From an optimization exercise on the open Yosys and OpenROAD flow, aimed at a short achievable clock period and few clock cycles; shortcuts taken in it are not production practice.
Only simulation tests tie the RTL to the original design; equivalence was not proved.
No activity file was given, so power comes from the tool's default toggle rates.

### flow/run.sh
#!/bin/bash
# synth_recipe.tcl (not shown) runs the flow's synth.tcl, then flattens the netlist and writes it again
# the make line also repeats each setting of config.mk as NAME=value (left out here)
make -C /OpenROAD-flow-scripts/flow DESIGN_CONFIG=/design/flow/config.mk WORK_HOME=/design/flow/orfs CLKGATE_MAP_FILE= SYNTH_SCRIPT=/design/flow/synth_recipe.tcl finish
### flow/design.v
module cpu(
    input clk,
    input reset,
    output [7:0] address,
    input [7:0] from_memory,
    output write,
    output [7:0] to_memory
);
    localparam K = 4;
    reg [7:0]   A;           
    reg [255:0] oh;          
    reg         s_b1, s_b2, s_wr;    
    reg [7:0]   R [0:15];
    reg         Z;
    reg         i_ld, i_alu, i_id, i_inc;
    reg [2:0]   i_aop;
    reg [15:0]  i_xoh;
    reg         ex_v, ex_z, ex_imm_sel;
    reg [5:0]   ex_op;       
    reg [15:0]  ex_xoh, ex_yoh;
    reg [7:0]   ex_imm;
    reg [7:0] ra, rb;
    integer q;
    always @* begin
        ra = 8'd0; rb = 8'd0;
        for (q = 0; q < 16; q = q + 1) begin
            ra = ra | ({8{ex_xoh[q]}} & R[q]);
            rb = rb | ({8{ex_yoh[q]}} & R[q]);
        end
    end
    wire [7:0] ea = ra;
    wire [7:0] eb = ex_imm_sel ? ex_imm : rb;
    wire       cin = ex_op[1];
    wire [7:0] bb = eb ^ {8{cin}};
    wire [7:0] g0 = ea & bb, p0 = ea ^ bb;
    wire [7:0] gc, pc_;
    reg  [7:0] G1, P1, G2, P2, G3, P3;
    integer t;
    always @* begin
        for (t = 0; t < 8; t = t + 1) begin
            if (t % 2 == 1) begin G1[t] = g0[t] | (p0[t] & g0[t-1]); P1[t] = p0[t] & p0[t-1]; end
            else            begin G1[t] = g0[t]; P1[t] = p0[t]; end
        end
        for (t = 0; t < 8; t = t + 1) begin
            if (t % 4 >= 2) begin G2[t] = G1[t] | (P1[t] & G1[(t/4)*4+1]); P2[t] = P1[t] & P1[(t/4)*4+1]; end
            else            begin G2[t] = G1[t]; P2[t] = P1[t]; end
        end
        for (t = 0; t < 8; t = t + 1) begin
            if (t >= 4) begin G3[t] = G2[t] | (P2[t] & G2[3]); P3[t] = P2[t] & P2[3]; end
            else        begin G3[t] = G2[t]; P3[t] = P2[t]; end
        end
    end
    wire [7:0] carry = {G3[6:0] | (P3[6:0] & {7{cin}}), cin};
    wire [7:0] sum = p0 ^ carry;
    wire [7:0] res = ({8{ex_op[0] | ex_op[1]}} & sum) |
                     ({8{ex_op[2]}} & (ea & eb)) |
                     ({8{ex_op[3]}} & (ea | eb)) |
                     ({8{ex_op[4]}} & (ea ^ eb)) |
                     ({8{ex_op[5]}} & eb);
    wire [7:0] zt = {ea[6:0] | bb[6:0], cin};
    wire z_sum = &(p0 ~^ zt);
    wire z_new = ((ex_op[0] | ex_op[1]) & z_sum) |
                 (ex_op[2] & ~|(ea & eb)) |
                 (ex_op[3] & ~|(ea | eb)) |
                 (ex_op[4] & (ea == eb));
    assign address   = A;
    assign write     = s_wr;
    assign to_memory = ea;
    wire       in_ram = (A >= 8'h80) && (A < 8'hE0);
    wire [7:0] byte_now = (s_wr && in_ram) ? ea : from_memory;
    function isnop(input [7:0] o);
        isnop = !((o == 8'h80) || (o[7:4] == 4'h9) || (o[7:4] == 4'hA) ||
                  (o[7:4] == 4'h2 && (o[2:0] == 3'd0 || o[2:0] == 3'd3 || o[2:0] == 3'd4)));
    endfunction
    wire nop_now = isnop(byte_now);
    wire [7:0]   cd [0:255];
    wire [255:0] cv, cn;        
    genvar g, j;
    generate
        for (g = 0; g < 256; g = g + 1) begin : shadow
            if (g >= 224 && g < 240) begin : zero
                assign cd[g] = 8'h00;
                assign cv[g] = 1'b1;
                assign cn[g] = 1'b1;
            end else begin : ent
                reg [7:0] d;
                reg v, n;
                always @(posedge clk) if (oh[g]) d <= byte_now;
                always @(posedge clk or negedge reset)
                    if (!reset) begin
                        v <= 1'b0; n <= 1'b0;
                    end else if (oh[g]) begin
                        v <= 1'b1; n <= nop_now;
                    end
                assign cd[g] = d;
                assign cv[g] = v;
                assign cn[g] = n;
            end
        end
    endgenerate
    reg [7:0] b1c, b2c;
    reg       b1v, b2v;
    reg [K:1] sk;
    integer e, mm;
    always @* begin
        b1c = 8'd0; b2c = 8'd0; b1v = 1'b0; b2v = 1'b0; sk = {K{1'b0}};
        for (e = 0; e < 256; e = e + 1) begin
            b1c = b1c | ({8{oh[e]}} & cd[(e + 1) & 255]);
            b2c = b2c | ({8{oh[e]}} & cd[(e + 2) & 255]);
            b1v = b1v | (oh[e] & cv[(e + 1) & 255]);
            b2v = b2v | (oh[e] & cv[(e + 2) & 255]);
            for (mm = 1; mm <= K; mm = mm + 1)
                sk[mm] = sk[mm] | (oh[e] & cn[(e + 3 * mm) & 255]);
        end
    end
    function [7:0] zadj(input [7:0] a);
        if (a[7:4] == 4'hE)
            case (a[3:0])
                4'd0, 4'd3, 4'd6, 4'd9, 4'd12, 4'd15: zadj = 8'hF2;
                4'd1, 4'd4, 4'd7, 4'd10, 4'd13:       zadj = 8'hF0;
                default:                              zadj = 8'hF1;
            endcase
        else
            zadj = a;
    endfunction
    function [255:0] rot(input [255:0] v, input integer n);
        rot = (v << n) | (v >> (256 - n));
    endfunction
    function [255:0] zoh(input [255:0] v);
        begin
            zoh = v;
            zoh[239:224] = 16'd0;
            zoh[240] = v[240] | v[225] | v[228] | v[231] | v[234] | v[237];
            zoh[241] = v[241] | v[226] | v[229] | v[232] | v[235] | v[238];
            zoh[242] = v[242] | v[224] | v[227] | v[230] | v[233] | v[236] | v[239];
        end
    endfunction
    reg [K:0] nsel;
    integer u;
    reg run;
    always @* begin
        run = 1'b1;
        for (u = 0; u <= K; u = u + 1) begin
            if (u == K) nsel[u] = run;
            else begin
                nsel[u] = run & ~sk[u+1];
                run = run & sk[u+1];
            end
        end
    end
    reg [7:0]   nxt_a;
    reg [255:0] nxt_oh;
    always @* begin
        nxt_a = 8'd0; nxt_oh = 256'd0;
        for (u = 0; u <= K; u = u + 1) begin
            nxt_a  = nxt_a  | ({8{nsel[u]}} & zadj(A + 8'd3 * u + 8'd3));
            nxt_oh = nxt_oh | ({256{nsel[u]}} & zoh(rot(oh, 3 * u + 3)));
        end
    end
    wire [7:0]   tgt_a  = zadj({R[0][6:0], 1'b0});
    wire [255:0] tgt_oh = 256'd1 << tgt_a;
    wire s_op   = ~(s_b1 | s_b2);            
    wire [7:0] op = byte_now;
    wire op_ld  = (op == 8'h80);
    wire op_alu = (op[7:4] == 4'h9);
    wire op_id  = (op[7:4] == 4'hA);
    wire op_bx  = (op[7:4] == 4'h2) && (op[2:0] == 3'd0 || op[2:0] == 3'd3 || op[2:0] == 3'd4);
    wire br_stall = op_bx && ex_v && (ex_z || ex_xoh[0]);
    wire op_br  = op_bx && ((op[2:0] == 3'd0) || (op[2:0] == 3'd3 && !Z) || (op[2:0] == 3'd4 && Z));
    wire op_la  = op_ld | op_alu;
    function [5:0] aluop(input [2:0] f);
        case (f)
            3'd1: aluop = 6'b000010;
            3'd2: aluop = 6'b000100;
            3'd3: aluop = 6'b001000;
            3'd4: aluop = 6'b010000;
            default: aluop = 6'b000001;
        endcase
    endfunction
    function [15:0] dec4(input [3:0] r);
        dec4 = 16'd1 << r;
    endfunction
    wire o_stall = s_op & br_stall;
    wire o_go    = s_op & ~br_stall;
    wire sel_tgt = o_go & op_br;
    wire sel_a1  = o_go & ((op_la & ~b1v) | (op_id & ~b1v));
    wire sel_a2  = (o_go & op_la & b1v & ~b2v) | (s_b1 & i_id);
    wire sel_a3  = o_go & op_id & b1v;
    wire sel_nxt = o_go & ~op_br & ~(op_la & ~(b1v & b2v)) & ~op_id;
    wire sel_za1 = s_b2;
    wire sel_b1n = s_b1 & ~i_id;             
    wire sel_za2 = sel_b1n & b1v;
    wire sel_a1b = sel_b1n & ~b1v;
    wire [7:0] a_next =
        ({8{o_stall}} & A) |
        ({8{sel_tgt}} & tgt_a) |
        ({8{sel_a1 | sel_a1b}} & (A + 8'd1)) |
        ({8{sel_a2}}  & (A + 8'd2)) |
        ({8{sel_a3}}  & (A + 8'd3)) |
        ({8{sel_za1}} & zadj(A + 8'd1)) |
        ({8{sel_za2}} & zadj(A + 8'd2)) |
        ({8{sel_nxt}} & nxt_a);
    wire [255:0] oh_next =
        ({256{o_stall}} & oh) |
        ({256{sel_tgt}} & tgt_oh) |
        ({256{sel_a1 | sel_a1b}} & rot(oh, 1)) |
        ({256{sel_a2}}  & rot(oh, 2)) |
        ({256{sel_a3}}  & rot(oh, 3)) |
        ({256{sel_za1}} & zoh(rot(oh, 1))) |
        ({256{sel_za2}} & zoh(rot(oh, 2))) |
        ({256{sel_nxt}} & nxt_oh);
    integer k;
    always @(posedge clk or negedge reset) begin
        if (!reset) begin
            A <= 8'd0; oh <= 256'd1;
            s_b1 <= 1'b0; s_b2 <= 1'b0; s_wr <= 1'b0; Z <= 1'b0;
            i_ld <= 1'b0; i_alu <= 1'b0; i_id <= 1'b0; i_inc <= 1'b0;
            i_aop <= 3'd0; i_xoh <= 16'd0;
            ex_v <= 1'b0; ex_z <= 1'b0; ex_imm_sel <= 1'b0; ex_op <= 6'd0;
            ex_xoh <= 16'd0; ex_yoh <= 16'd0; ex_imm <= 8'd0;
            for (k = 0; k < 16; k = k + 1) R[k] <= 8'd0;
        end else begin
            if (ex_v) begin
                for (k = 0; k < 16; k = k + 1)
                    if (ex_xoh[k]) R[k] <= res;
                if (ex_z) Z <= z_new;
            end
            A  <= a_next;
            oh <= oh_next;
            s_b1 <= sel_a1;
            s_b2 <= (o_go & op_la & b1v & ~b2v) | sel_a1b;
            s_wr <= sel_a3 | (s_b1 & i_id);
            ex_v <= 1'b0;
            if (s_op) begin
                i_ld <= op_ld; i_alu <= op_alu; i_id <= op_id;
                i_inc <= (op == 8'hA0); i_aop <= op[2:0];
                i_xoh <= dec4(b1c[3:0]);
            end
            if (s_b1 && !i_id) i_xoh <= dec4(from_memory[3:0]);
            if (o_go & op_la & b1v & b2v) begin
                ex_v <= 1'b1; ex_z <= op_alu; ex_xoh <= dec4(b1c[3:0]);
                ex_yoh <= dec4(b2c[3:0]); ex_imm <= b2c; ex_imm_sel <= op_ld;
                ex_op <= op_ld ? 6'b100000 : aluop(op[2:0]);
            end else if (sel_a3) begin
                ex_v <= 1'b1; ex_z <= 1'b1; ex_xoh <= dec4(b1c[3:0]);
                ex_imm_sel <= 1'b1; ex_imm <= (op == 8'hA0) ? 8'h01 : 8'hFF;
                ex_op <= 6'b000001;
            end else if (s_b1 && i_id) begin
                ex_v <= 1'b1; ex_z <= 1'b1; ex_xoh <= dec4(from_memory[3:0]);
                ex_imm_sel <= 1'b1; ex_imm <= i_inc ? 8'h01 : 8'hFF;
                ex_op <= 6'b000001;
            end else if (sel_za2) begin
                ex_v <= 1'b1; ex_z <= i_alu; ex_xoh <= dec4(from_memory[3:0]);
                ex_yoh <= dec4(b1c[3:0]); ex_imm <= b1c; ex_imm_sel <= i_ld;
                ex_op <= i_ld ? 6'b100000 : aluop(i_aop);
            end else if (s_b2) begin
                ex_v <= 1'b1; ex_z <= i_alu; ex_xoh <= i_xoh;
                ex_yoh <= dec4(from_memory[3:0]); ex_imm <= from_memory; ex_imm_sel <= i_ld;
                ex_op <= i_ld ? 6'b100000 : aluop(i_aop);
            end
        end
    end
endmodule
### flow/config.mk
export PLATFORM = sky130hd
export DESIGN_NAME = cpu
export DESIGN_NICKNAME = cpu
export VERILOG_FILES = /design/flow/design.v
export SDC_FILE = /design/flow/constraint.sdc
export NUM_CORES = 4
export LEC_CHECK = 0
export ABC_CLOCK_PERIOD_IN_PS = 2500
export CAP_MARGIN = 20
export CORE_MARGIN = 2
export CORE_UTILIZATION = 40
export SETUP_SLACK_MARGIN = 4.3
export SLEW_MARGIN = 20
export TNS_END_PERCENT = 5
### flow/constraint.sdc
create_clock -name core_clock -period 7.0 [get_ports {clk}]
set_input_delay 1.4000 -clock core_clock [delete_from_list [all_inputs] [get_ports {clk}]]
set_output_delay 1.4000 -clock core_clock [all_outputs]
set_load 0.01 [all_outputs]
==> impl_metrics.toml <==
[logic_synthesis]
ys_seq_area_share_pct = 58.75
synthesis.yosys.warnings = 2
synth_ff_type = "edfxtp_1"
synth-async-reset-ratio_pct = 33.05
yosysUniqueCellTypes = 79
mappedNetlistArea_um2 = 138500
syn_area_per_cell_um2 = 12.19
synth-seq-cells = 2868
post_synth_inst_count = 11360
synth.net_count = 11420
synth_enable_flop_cells = 1920

[grt]
grt_pass1_vias = 154200
grt_pass1_wl_mm = 1792
grt_remaining_overflow = 6
grt_usage_pct = 79.22
grt_max_degree = 241

[place]
post-place-cells = 15620
finalWeightedCongestion = 1.174
dp_hpwl_mm = 820.6
pre_cts_ws_ps = 1202
port_buffers = 26

[floorplan]
rows = 216
initial_utilization_pct = 40.11
floorplan.die.width_um = 592.5
pin_count = 27
die-height_um = 592.5

[clock_network]
cts_buffers = 336
number_of_hold_buffers_added_after_cts = 0
clockRootBuffer = "clkbuf_16"
htree_levels = 5
cts_max_path_buffers = 4
cts_sinks = 2868

[run_status]
last-stage-reached = "5_1_grt"
first-error = "[ERROR GRT-0116] Global routing finished with congestion. Check the congestion regions in the DRC Viewer."
run_status = "stopped before the end"
==> worst max-delay path by stage <==
stage	startpoint	endpoint	cells after the start
after floorplan	from_memory[3]	oh[170]	11
after global placement	oh[204]	oh[223]	12
after detailed placement	oh[216]	oh[223]	12
after CTS	oh[72]	oh[140]	16
==> routing by layer <==
layer | overflow | track usage (%)
met1 | 0 | 81.22
met3 | 3 | 72.72
met2 | 0 | 87.64
met4 | 3 | 72.47
met5 | 0 | 52.96
==> cells in the mapped netlist (19+ instances only) <==
library cell / number / share of area, %
buf_2: 37 / 0.13
a211oi_1: 25 / 0.14
edfxtp_1: 1920 / 42
a22oi_1: 1116 / 6.0
xnor2_1: 41 / 0.26
or4_1: 40 / 0.22
o21ai_1: 91 / 0.33
nand4_1: 436 / 2.0
a221oi_1: 1104 / 7.0
and2_1: 34 / 0.15
clkbuf_1: 979 / 2.7
a31oi_1: 252 / 1.1
nor3_1: 44 / 0.16
dfrtp_1: 947 / 17
a22o_1: 1071 / 6.8
and3_1: 259 / 1.2
or2_2: 247 / 1.1
mux2_2: 249 / 2.0
inv_1: 65 / 0.18
nand3_1: 163 / 0.59
nand2_1: 562 / 1.5
nor4_1: 97 / 0.44
o2111ai_1: 19 / 0.12
a21oi_1: 207 / 0.75
o21ai_0: 179 / 0.65
a222oi_1: 198 / 1.4
mux2i_1: 28 / 0.20
nor2_1: 251 / 0.68
nor2b_1: 20 / 0.090
buf_1: 238 / 0.64
o211ai_1: 183 / 0.99
ha_1: 44 / 0.40
==> power by group through the flow <==
stage / combinational [uW] / clock [uW] / sequential, uW
after floorplan: 8810 / 0 / 22900
after global placement: 19300 / 0 / 27800
after detailed placement: 19300 / 0 / 27800
after CTS: 22300 / 18300 / 26300
==> timing repair <==
item / in CTS
endpoints found under the setup margin: 2550
buffers inserted: 599
hold endpoints to repair: 0
pin swaps: 213
gates cloned: 68
resized for setup: 520
==> metrics by stage <==
stage / area, um2 / utilization [%]
3_5_place_dp: 149200 / 43.21
2_1_floorplan: 138700 / -
3_3_place_gp: 149100 / 43.17
4_1_cts: 170300 / 49.32
==> cell families after synthesis <==
logic type | count (synthesis) | share of synthesized area [%]
muxes | 277 | 2.226
and+or+nand+nor | 2217 | 8.449
DFF | 2868 | 58.75
buffers and inverters | 1339 | 3.710
xor gates and xnor gates | 53 | 0.3351
adders and majority gates | 44 | 0.3974
AOI/OAI and AO/OA | 4563 | 26.14
Testbench counts, summed over its fixed seeds: cycles 23,110.
